This design comes from an exercise in tuning for small area on the open sky130 flow, not from production work.
The RTL was checked by simulation tests, not by an equivalence proof against the original design.
The flow treats the clock pin as an ideal source, which a real chip does not have.
Power figures rest on the tool's default switching activity, not on a simulated workload.

== job 101 ==
// i2c_wrapper
module i2c_wrapper #(
    parameter ADDR_WIDTH = 8,
    parameter DATA_WIDTH = 32
)(
    input  logic                    pclk,
    input  logic                    presetn,
    input  logic [ADDR_WIDTH-1:0]   paddr,
    input  logic                    psel,
    input  logic                    penable,
    input  logic                    pwrite,
    input  logic [DATA_WIDTH-1:0]   pwdata,
    output logic [DATA_WIDTH-1:0]   prdata,
    output logic                    pready,
    output logic                    pslverr,
    input  logic                    sda_in,
    output logic                    sda_out,
    output wire                     scl
);
clock: 10.0 ns
lec_check: 0
cap_margin: 0
core_margin: 2
core_utilization: 40
slew_margin: 0
standard.sh (not shown) runs the stock make flow with config.mk's settings and CLKGATE_MAP_FILE= SYNTH_SCRIPT=/design/flow/synth_recipe.tcl, a recipe that flattens the netlist after the stock synthesis.
==> flow/flow/run.sh <==
#!/bin/bash
# Layout flow: the standard flow (standard.sh) with these changes.
#  1. After the standard synthesis, the combinational cells are mapped again
#     by ABC with an area-oriented script (flow/area.abc). The flip-flops
#     are black boxes in that step, so every register keeps its instance
#     name and cell type from the standard synthesis.
#  2. The ports are buffered with sky130_fd_sc_hd__buf_1.
#  3. The clock tree is built by flow/clock_tree.tcl (two balanced buffer
#     levels: one root buffer fed by the clock port, one leaf buffer per
#     group of nearby flip-flops), sourced at the start of ORFS's CTS step;
#     TritonCTS is then pointed at the clock port net only, which now has a
#     single sink, so it adds nothing. The rest of the CTS step (placement
#     legalisation, timing repair) runs as usual.
# Each tool's output goes to a log file of its own in this folder.
set -euo pipefail
LIB=$FLOW_HOME/platforms/sky130hd/lib/sky130_fd_sc_hd__tt_025C_1v80.lib
R=orfs/results/sky130hd/i2c_wrapper/base
DU=$(grep -A40 "DONT_USE_CELLS +=" $FLOW_HOME/platforms/sky130hd/config.mk | grep -oE "sky130_fd_sc_hd__[a-z0-9_]+" | sed 's/^/-dont_use /' | tr '\n' ' ')
export CLK_PORT=$(sed -n 's/.*create_clock.*get_ports {*\([A-Za-z0-9_]*\)}*.*/\1/p' constraint.sdc | head -1)

bash standard.sh synth > 1_standard_synth.log 2>&1
cp $R/1_2_yosys.v std_synth.v
python3 flow/comb_lib.py $LIB comb.lib > 2_comb_lib.log 2>&1
yosys -p "read_liberty comb.lib; read_liberty -lib -nooverwrite $LIB; \
  read_verilog std_synth.v; hierarchy -check -top $FLOW_TOP; flatten; rename -hide w:*.*; \
  hierarchy -top $FLOW_TOP; read_liberty -lib -nooverwrite $LIB; opt -purge; \
  abc -liberty $LIB $DU -script flow/area.abc; opt_clean -purge; \
  setundef -zero; \
  hilomap -singleton -hicell sky130_fd_sc_hd__conb_1 HI -locell sky130_fd_sc_hd__conb_1 LO; \
  insbuf -buf sky130_fd_sc_hd__buf_4 A X; opt_clean -purge; \
  check -assert -mapped; stat -liberty $LIB; \
  write_verilog -noattr -nohex -nodec reabc.v" > 3_reabc_yosys.log 2>&1
cp reabc.v $R/1_2_yosys.v
bash standard.sh 'BUFFER_PORTS_ARGS=-buffer_cell sky130_fd_sc_hd__buf_1' \
  "PRE_CTS_TCL=$PWD/flow/clock_tree.tcl" \
  "CTS_ARGS=-clk_nets $CLK_PORT -buf_list sky130_fd_sc_hd__clkbuf_4" \
  finish > 4_standard_finish.log 2>&1
==> flow/flow/clock_tree.tcl <==
# Builds the clock tree by hand before ORFS's CTS step (sourced as
# PRE_CTS_TCL): the flip-flops are split into groups of at most
# CLK_GROUP by recursive median cuts of their placement, each group gets
# one leaf buffer at its centre, and one root buffer at the centre of the
# leaf buffers is driven by the clock port. Every flip-flop sees the same
# two buffer levels.
set leaf_cell sky130_fd_sc_hd__clkbuf_4
set root_cell sky130_fd_sc_hd__clkbuf_16
set group_max 8
if { [info exists ::env(CLK_GROUP)] } { set group_max $::env(CLK_GROUP) }
if { [info exists ::env(CLK_LEAF)] } { set leaf_cell $::env(CLK_LEAF) }
if { [info exists ::env(CLK_ROOT)] } { set root_cell $::env(CLK_ROOT) }

set db [ord::get_db]
set block [ord::get_db_block]
set clk_net [$block findNet $::env(CLK_PORT)]

set pts {}
foreach it [$clk_net getITerms] {
  set inst [$it getInst]
  set bb [$inst getBBox]
  set x [expr { ([$bb xMin] + [$bb xMax]) / 2 }]
  set y [expr { ([$bb yMin] + [$bb yMax]) / 2 }]
  lappend pts [list $x $y $it]
}
puts "clock_tree: [llength $pts] clock sinks"

proc split_groups { pts gmax } {
  set n [llength $pts]
  set g [expr { int(ceil(double($n) / $gmax)) }]
  if { $g <= 1 } { return [list $pts] }
  set xs [lmap p $pts { lindex $p 0 }]
  set ys [lmap p $pts { lindex $p 1 }]
  set dx [expr { [tcl::mathfunc::max {*}$xs] - [tcl::mathfunc::min {*}$xs] }]
  set dy [expr { [tcl::mathfunc::max {*}$ys] - [tcl::mathfunc::min {*}$ys] }]
  set k [expr { $dx >= $dy ? 0 : 1 }]
  set s [lsort -integer -index $k $pts]
  set g1 [expr { $g / 2 }]
  set n1 [expr { int(round(double($n) * $g1 / $g)) }]
  return [concat [split_groups [lrange $s 0 [expr { $n1 - 1 }]] $gmax] \
                 [split_groups [lrange $s $n1 end] $gmax]]
}

set groups [split_groups $pts $group_max]
puts "clock_tree: [llength $groups] groups"

set leaf_master [$db findMaster $leaf_cell]
set root_master [$db findMaster $root_cell]
set root [odb::dbInst_create $block $root_master clk_root_buf]
set root_net [odb::dbNet_create $block clk_root_net]
$root_net setSigType CLOCK
[$root findITerm X] connect $root_net

set i 0
set sx 0
set sy 0
foreach grp $groups {
  set leaf [odb::dbInst_create $block $leaf_master clk_leaf_buf_$i]
  set net [odb::dbNet_create $block clk_leaf_net_$i]
  $net setSigType CLOCK
  set cx 0
  set cy 0
  foreach p $grp {
    set it [lindex $p 2]
    $it disconnect
    $it connect $net
    set cx [expr { $cx + [lindex $p 0] }]
    set cy [expr { $cy + [lindex $p 1] }]
  }
  set cx [expr { $cx / [llength $grp] }]
  set cy [expr { $cy / [llength $grp] }]
  [$leaf findITerm X] connect $net
  [$leaf findITerm A] connect $root_net
  $leaf setLocation $cx $cy
  $leaf setPlacementStatus PLACED
  set sx [expr { $sx + $cx }]
  set sy [expr { $sy + $cy }]
  incr i
}
[$root findITerm A] connect $clk_net
$root setLocation [expr { $sx / $i }] [expr { $sy / $i }]
$root setPlacementStatus PLACED
global_connect
detailed_placement
puts "clock_tree: $i leaf buffers of $leaf_cell, root $root_cell"
Other scripts of this flow, unchanged in this note and not shown: flow/flow/area.abc, flow/flow/comb_lib.py
Job 101 finished every stage and its layout cleared the timing, DRC and antenna checks.
Modified inputs, job 102 compared to job 101
# job 101
export LEC_CHECK = 0
export CAP_MARGIN = 0
export CORE_MARGIN = 2
export CORE_UTILIZATION = 40
export SLEW_MARGIN = 0
create_clock -name core_clock -period 10.0 [get_ports {pclk}]
# job 102
export LEC_CHECK = 0
export CAP_MARGIN = 0
export CORE_MARGIN = 2
export CORE_UTILIZATION = 60
export SLEW_MARGIN = 0
create_clock -name core_clock -period 10.0 [get_ports {pclk}]
-- flow/flow/clock_tree.tcl --
<<< job 101, line 5
# leaf buffers is driven by the clock port. Every flip-flop sees the same
# two buffer levels.
set leaf_cell sky130_fd_sc_hd__clkbuf_4
set root_cell sky130_fd_sc_hd__clkbuf_16
set group_max 8
if { [info exists ::env(CLK_GROUP)] } { set group_max $::env(CLK_GROUP) }
>>> job 102, line 5
# leaf buffers is driven by the clock port. Every flip-flop sees the same
# two buffer levels. A group whose estimated load (pins plus half-perimeter
# wire) is large gets the stronger leaf buffer, to keep its clock slew low.
set leaf_cell sky130_fd_sc_hd__clkbuf_4
set root_cell sky130_fd_sc_hd__clkbuf_16
set group_max 12
set big_leaf_cell sky130_fd_sc_hd__clkbuf_8
# estimated leaf load in fF: 1.75 per clock pin + 0.3 per um of half-perimeter
set big_load_ff 36.5
if { [info exists ::env(CLK_GROUP)] } { set group_max $::env(CLK_GROUP) }
<<< job 101, line 47
set leaf_master [$db findMaster $leaf_cell]
set root_master [$db findMaster $root_cell]
>>> job 102, line 51
set leaf_master [$db findMaster $leaf_cell]
set big_master [$db findMaster $big_leaf_cell]
set dbu [$block getDbUnitsPerMicron]
set nbig 0
set root_master [$db findMaster $root_cell]
<<< job 101, line 57
foreach grp $groups {
  set leaf [odb::dbInst_create $block $leaf_master clk_leaf_buf_$i]
  set net [odb::dbNet_create $block clk_leaf_net_$i]
>>> job 102, line 64
foreach grp $groups {
  set xs [lmap p $grp { lindex $p 0 }]
  set ys [lmap p $grp { lindex $p 1 }]
  set hp [expr { double([tcl::mathfunc::max {*}$xs] - [tcl::mathfunc::min {*}$xs] + \
                        [tcl::mathfunc::max {*}$ys] - [tcl::mathfunc::min {*}$ys]) / $dbu }]
  set load [expr { 1.75 * [llength $grp] + 0.3 * $hp }]
  if { $load > $big_load_ff } {
    set m $big_master
    incr nbig
  } else {
    set m $leaf_master
  }
  set leaf [odb::dbInst_create $block $m clk_leaf_buf_$i]
  set net [odb::dbNet_create $block clk_leaf_net_$i]
<<< job 101, line 84
detailed_placement
puts "clock_tree: $i leaf buffers of $leaf_cell, root $root_cell"
>>> job 102, line 102
detailed_placement
puts "clock_tree: $i leaf buffers ($nbig of them $big_leaf_cell, the rest $leaf_cell), root $root_cell"
[summary]
- Across job 101 and job 102, the outcome is the same: a clean finish for every run.
- Of job 101 and job 102, job 102 shows the lower area added between synthesis and finish, with job 101 above it.
- Taking job 101 as the reference point, the least setup slack across all paths after layout of job 102 rises by 0.087 ns.
- Job 102 against job 101; wire length is down by a few percent.
- In job 102 the first-pass GRT wire length turned out 6.1% lower than in job 101.
- Job 102 against job 101: summed area of non-filler cells in the final layout now sits lower; fraction of final layout cells with drive strength greater than 1 now sits lower.
- Job 102 ended up with a lower length of routed met2 wiring than job 101 did.
- Core utilization, job 101 and job 102: lower on job 101
- When job 102 is measured against job 101, its area of the placeable core turns out 0.0065 mm2 lower.

========
The RTL this note starts from:
==> flow/design.v <==
module i2c_wrapper #(
    parameter ADDR_WIDTH = 8,
    parameter DATA_WIDTH = 32
)(
    input  logic                    pclk,
    input  logic                    presetn,
    input  logic [ADDR_WIDTH-1:0]   paddr,
    input  logic                    psel,
    input  logic                    penable,
    input  logic                    pwrite,
    input  logic [DATA_WIDTH-1:0]   pwdata,
    output logic [DATA_WIDTH-1:0]   prdata,
    output logic                    pready,
    output logic                    pslverr,
    input  logic                    sda_in,
    output logic                    sda_out,
    output wire                     scl
);
    wire a_ctl = (paddr == 8'h00);
    wire a_adr = (paddr == 8'h04);
    wire a_reg = (paddr == 8'h08);
    wire a_din = (paddr == 8'h0C);
    wire a_out = (paddr == 8'h10);
    wire a_sts = (paddr == 8'h14);
    wire a_ok  = a_ctl | a_adr | a_reg | a_din | a_out | a_sts;
    wire acc = psel & penable;
    wire wr  = acc & pwrite;
    assign pready  = acc;
    assign pslverr = acc & (~a_ok | (pwrite & (a_out | a_sts)));
    reg  [3:1]  ctrl;                  
    reg  [31:0] r_adr, r_reg, r_din;   
    reg  [31:0] r_out;                 
    reg         v_adr, v_reg, v_din, v_out;
    reg         st_busy, st_err;       
    wire op   = ctrl[1];
    wire mode = ctrl[2];
    always @(posedge pclk or negedge presetn) begin
        if (!presetn) begin
            ctrl  <= 3'd0;
            v_adr <= 1'b0;
            v_reg <= 1'b0;
            v_din <= 1'b0;
        end else begin
            if (wr & a_ctl) ctrl[3:1] <= pwdata[3:1];
            if (wr & a_adr) v_adr <= 1'b1;
            if (wr & a_reg) v_reg <= 1'b1;
            if (wr & a_din) v_din <= 1'b1;
        end
    end
    always @(posedge pclk) begin
        if (wr & a_adr) r_adr <= pwdata;
        if (wr & a_reg) r_reg <= pwdata;
        if (wr & a_din) r_din <= pwdata;
    end
    localparam [3:0] IDLE = 4'd0,  START = 4'd1,  SLV  = 4'd2,  ACK_SA = 4'd3,
                     REG  = 4'd4,  ACK_RA = 4'd5, WRD  = 4'd6,  ACK_WR = 4'd7,
                     RDD  = 4'd8,  MACK = 4'd9,   MNACK = 4'd10, STOP = 4'd11,
                     ACK_N = 4'd12,    
                     PRE = 4'd13;      
    reg [3:0] state;
    reg [3:0] bitcnt;
    reg [1:0] byte_idx;
    reg [1:0] q;           
    reg [6:0] s;           
    reg       sda_t;
    reg       ack_err;
    reg [6:0] sa;          
    reg [7:0] sr;          
    reg [31:0] buf_q;      
    reg       sa_v, sr_v;
    wire busy = (state != IDLE) & (state != PRE);
    wire start_wr = wr & a_ctl & pwdata[0];
    wire term = s[6] & ~s[5] & s[4] & s[2] & s[0];    
    wire clk3 = (q == 2'd2) & term;
    wire clk4 = (q == 2'd3) & term;
    wire bit_last = bitcnt[3];
    always @(posedge pclk) begin
        if (!busy | term) s <= 7'd1;
        else              s <= {s[5:0], s[6] ^ s[5]};
        if (!busy)        q <= 2'd0;
        else if (term)    q <= q + 2'd1;
    end
    wire last_byte = mode ? (byte_idx == 2'd3) : (byte_idx == 2'd0);
    wire [1:0] tsel   = mode ? byte_idx : 2'd0;
    wire [2:0] bsel   = 3'd7 - bitcnt[2:0];
    wire tx_bit  = buf_q[{~tsel, 3'd7}];
    wire sa_bit  = (bitcnt[2:0] == 3'd7) ? op : (sa[bsel - 3'd1] & sa_v);
    wire sr_bit  = sr[bsel] & sr_v;
    wire sample = (state == RDD) & ~bit_last & clk3;
    wire rot    = (state == WRD) & ~bit_last & clk4;
    wire [3:0] sh;
    assign sh[0] = rot | (sample & (~mode | (byte_idx == 2'd3)));    
    assign sh[1] = rot | (sample & mode & (byte_idx == 2'd2));
    assign sh[2] = rot | (sample & mode & (byte_idx == 2'd1));
    assign sh[3] = rot | (sample & mode & (byte_idx == 2'd0));
    wire rd_enter = (state == ACK_RA) & clk4 & op;
    wire keep = busy & ~rd_enter;
    wire [31:0] prev;
    wire [31:0] buf_d;
    wire [3:0]  buf_en;
    genvar k;
    generate
        for (k = 0; k < 4; k = k + 1) begin : g_byte
            assign prev[8*k +: 8] = {buf_q[8*k +: 7], rot ? buf_q[8*k+7] : sda_in};
            assign buf_en[k] = ~busy | rd_enter | sh[k];
        end
    endgenerate
    assign buf_d = ({32{keep}} & prev) | ({32{~busy & v_din}} & r_din);
    integer i;
    always @(posedge pclk) begin
        for (i = 0; i < 4; i = i + 1)
            if (buf_en[i]) buf_q[8*i +: 8] <= buf_d[8*i +: 8];
        if (!busy) begin
            sa    <= r_adr[6:0];
            sr    <= r_reg[7:0];
            sa_v  <= v_adr;
            sr_v  <= v_reg;
        end
    end
    always @(posedge pclk or negedge presetn) begin
        if (!presetn) begin
            state    <= IDLE;
            sda_t    <= 1'b1;
            bitcnt   <= 4'd0;
            byte_idx <= 2'd0;
            ack_err  <= 1'b0;
            v_out    <= 1'b0;
        end else begin
            case (state)
            IDLE, PRE: begin
                ack_err <= 1'b0;
                sda_t   <= 1'b1;
                bitcnt  <= 4'd0;
                byte_idx <= 2'd0;
                state   <= (state == PRE) ? START : start_wr ? PRE : IDLE;
            end
            START: begin
                sda_t  <= ~q[1];
                if (clk4) state <= SLV;
            end
            SLV, REG, WRD: begin
                if (!bit_last) begin
                    if (q == 2'd1)
                        sda_t <= (state == SLV) ? sa_bit : (state == REG) ? sr_bit : tx_bit;
                    if (clk4) bitcnt <= bitcnt + 4'd1;
                end else begin
                    bitcnt <= 4'd0;
                    state  <= state + 4'd1;
                end
            end
            ACK_SA, ACK_RA, ACK_WR: begin
                if (clk3 & sda_in) state <= ACK_N;
                if (clk4) begin
                    if (state == ACK_SA) begin
                        state <= REG;
                    end else if (state == ACK_RA) begin
                        state <= op ? RDD : WRD;
                    end else begin
                        if (last_byte) state <= STOP;
                        else begin byte_idx <= byte_idx + 2'd1; state <= WRD; end
                    end
                end
            end
            ACK_N: begin
                if (clk4) begin
                    ack_err <= 1'b1;
                    state   <= STOP;
                end
            end
            RDD: begin
                if (!bit_last) begin
                    if (clk4) bitcnt <= bitcnt + 4'd1;
                end else begin
                    bitcnt <= 4'd0;
                    state  <= last_byte ? MNACK : MACK;
                end
            end
            MACK: begin
                sda_t  <= 1'b0;
                if (clk4) begin
                    byte_idx <= byte_idx + 2'd1;
                    state    <= RDD;
                end
            end
            MNACK: begin
                sda_t  <= ~clk4;
                if (clk4) begin
                    v_out <= 1'b1;
                    state <= STOP;
                end
            end
            STOP: begin
                sda_t  <= q[1];
                if (clk4) state <= start_wr ? PRE : IDLE;
            end
            default: state <= IDLE;
            endcase
        end
    end
    always @(posedge pclk) begin
        if ((state == MNACK) & clk4) r_out <= buf_q;
        st_busy <= busy;
        st_err  <= ack_err;
    end
    wire s_first = (s == 7'd1);
    assign scl = ~busy | (state == START) |
                 ((state == STOP) ? (q[1] | (q[0] & ~s_first))
                                  : (q[1] & (q[0] | ~s_first)));
    wire sda_en = ~(~busy | (state == ACK_SA) | (state == ACK_RA) |
                    (state == ACK_WR) | (state == ACK_N) | (state == RDD) |
                    ((state == START) & (q == 2'd0) & s_first));
    assign sda_out = ~sda_en | sda_t;
    wire s_adr = a_adr & v_adr;
    wire s_reg = a_reg & v_reg;
    wire s_din = a_din & v_din;
    wire s_out = a_out & v_out;
    assign prdata = ({32{s_adr}} & r_adr) | ({32{s_reg}} & r_reg) |
                    ({32{s_din}} & r_din) | ({32{s_out}} & r_out) |
                    {28'd0, {3{a_ctl}} & ctrl, 1'b0} | {30'd0, {2{a_sts}} & {st_err, st_busy}};
endmodule
==> flow/config.mk <==
export PLATFORM = sky130hd
export DESIGN_NAME = i2c_wrapper
export DESIGN_NICKNAME = i2c_wrapper
export VERILOG_FILES = /design/flow/design.v
export SDC_FILE = /design/flow/constraint.sdc
export NUM_CORES = 4
export LEC_CHECK = 0
export CAP_MARGIN = 0
export CORE_MARGIN = 2
export CORE_UTILIZATION = 40
export SLEW_MARGIN = 0
==> flow/constraint.sdc <==
create_clock -name core_clock -period 10.0 [get_ports {pclk}]
set_input_delay 2.0000 -clock core_clock [delete_from_list [all_inputs] [get_ports {pclk}]]
set_output_delay 2.0000 -clock core_clock [all_outputs]
set_load 0.01 [all_outputs]
==> flow/flow/run.sh <==
#!/bin/bash
# Layout flow: the standard flow (standard.sh) with three changes.
#  1. After the standard synthesis, the combinational cells are mapped again
#     by ABC with an area-oriented script (flow/area.abc). The flip-flops
#     are black boxes in that step, so every register keeps its instance
#     name and cell type from the standard synthesis.
#  2. The ports are buffered with sky130_fd_sc_hd__buf_1.
#  3. Clock tree synthesis gets its own arguments (flow/cts_args.txt).
# Each tool's output goes to a log file of its own in this folder.
set -euo pipefail
LIB=$FLOW_HOME/platforms/sky130hd/lib/sky130_fd_sc_hd__tt_025C_1v80.lib
R=orfs/results/sky130hd/i2c_wrapper/base
DU=$(grep -A40 "DONT_USE_CELLS +=" $FLOW_HOME/platforms/sky130hd/config.mk | grep -oE "sky130_fd_sc_hd__[a-z0-9_]+" | sed 's/^/-dont_use /' | tr '\n' ' ')

bash standard.sh synth > 1_standard_synth.log 2>&1
cp $R/1_2_yosys.v std_synth.v
python3 flow/comb_lib.py $LIB comb.lib > 2_comb_lib.log 2>&1
yosys -p "read_liberty comb.lib; read_liberty -lib -nooverwrite $LIB; \
  read_verilog std_synth.v; hierarchy -check -top $FLOW_TOP; flatten; rename -hide w:*.*; hierarchy -top $FLOW_TOP; read_liberty -lib -nooverwrite $LIB; opt -purge; \
  abc -liberty $LIB $DU -script flow/area.abc; opt_clean -purge; \
  setundef -zero; \
  hilomap -singleton -hicell sky130_fd_sc_hd__conb_1 HI -locell sky130_fd_sc_hd__conb_1 LO; \
  insbuf -buf sky130_fd_sc_hd__buf_4 A X; opt_clean -purge; \
  check -assert -mapped; stat -liberty $LIB; \
  write_verilog -noattr -nohex -nodec reabc.v" > 3_reabc_yosys.log 2>&1
cp reabc.v $R/1_2_yosys.v
CTS=$(cat flow/cts_args.txt)
bash standard.sh 'BUFFER_PORTS_ARGS=-buffer_cell sky130_fd_sc_hd__buf_1' "CTS_ARGS=$CTS" finish > 4_standard_finish.log 2>&1
==> flow/flow/cts_args.txt <==
-sink_clustering_enable -repair_clock_nets -dont_use_dummy_load -buf_list sky130_fd_sc_hd__clkbuf_4 -sink_clustering_size 12 -sink_clustering_max_diameter 30
Other scripts of this flow, unchanged in this note and not shown: flow/flow/area.abc, flow/flow/comb_lib.py
The first run went through all stages and came out clean.
==> next run, changes <==
==> flow/flow/cts_args.txt (replaced) <==
-sink_clustering_enable -repair_clock_nets -dont_use_dummy_load -buf_list sky130_fd_sc_hd__clkbuf_4 -sink_clustering_size 10 -sink_clustering_max_diameter 40
- GPL_TIMING_DRIVEN: default -> 0
Effect: Utilization climbs by 0.31 points. Critical path depth rose by 3. Die area is unchanged. Routed wire length is about the same. Power shrinks by a few percent. Combinational power is about the same.
==> next run, changes <==
==> flow/flow/cts_args.txt (replaced) <==
-sink_clustering_enable -repair_clock_nets -dont_use_dummy_load -buf_list sky130_fd_sc_hd__clkbuf_8 -sink_clustering_size 16 -sink_clustering_max_diameter 30
- GPL_TIMING_DRIVEN: 0 -> default
=> Critical path depth drops by 3; worst setup slack gains 0.14 ns; hold slack loses 0.035 ns; count of clock-buffer cells in the layout climbs by 11; via count climbs by 0.98%; synthesized area stays the same; core utilization climbs by 0.93 points; cell area climbs by 2.0%; routed wire length climbs by 1.1%.
==> next run, changes <==
==> flow/flow/cts_args.txt (replaced) <==
-sink_clustering_enable -repair_clock_nets -dont_use_dummy_load -buf_list sky130_fd_sc_hd__clkbuf_4 -sink_clustering_size 10 -sink_clustering_max_diameter 40
- CORE_UTILIZATION: 40 -> 50
Effect:
- The new run passed the timing, DRC and antenna checks
- setup slack got worse by 0.32 ns
- sequential share of layout area rose by 2.6 points
- global-route usage rose by 5.0 points
- power fell by 16%
- non-clock buffer count rose by 2
- clock-buffer cell count fell by 9
- wire length stays flat

static timing again, ports no longer ideal:
Ports are ideal in the flow. The routed layouts listed here were re-timed in OpenROAD. Step 1 sets driving cells, clkbuf_16 on the clock port and buf_2 on the other inputs (assumed; they add their load-dependent delay and slew). Step 2 also shifts input and output timing later by t, the mid clock arrival at the registers, as if the neighbouring blocks saw the same clock. a / b / c = no drivers / after step 1 / after step 2; a / b = the first two.
run | t (ns) | setup WS [ns] | hold slack, ns | worst setup path after step 2 | worst slew at a driven data input, ns
job 101 | 0.463 | 3.340 / 3.313 / 3.313 | 0.361 / 0.361 / 0.361 | input to output | 0.04
job 102 | 0.431 | 3.427 / 3.407 / 3.407 | 0.356 / 0.356 / 0.356 | input to output | 0.06
the first run of note 2 | 0.635 | 3.905 / 3.884 / 3.884 | 0.384 / 0.384 / 0.384 | input to output | 0.07
the second run of note 2 | 0.655 | 3.748 / 3.726 / 3.726 | 0.411 / 0.411 / 0.411 | input to output | 0.06
the third run of note 2 | 0.541 | 3.887 / 3.866 / 3.866 | 0.375 / 0.375 / 0.375 | input to output | 0.07
the fourth run of note 2 | 0.672 | 3.571 / 3.549 / 3.549 | 0.382 / 0.382 / 0.382 | input to output | 0.05
After both steps setup and hold are still met in every run listed. The setup slack of job 101, which loses most, moves by -0.027 ns with the drivers and by -0.027 ns with both steps.
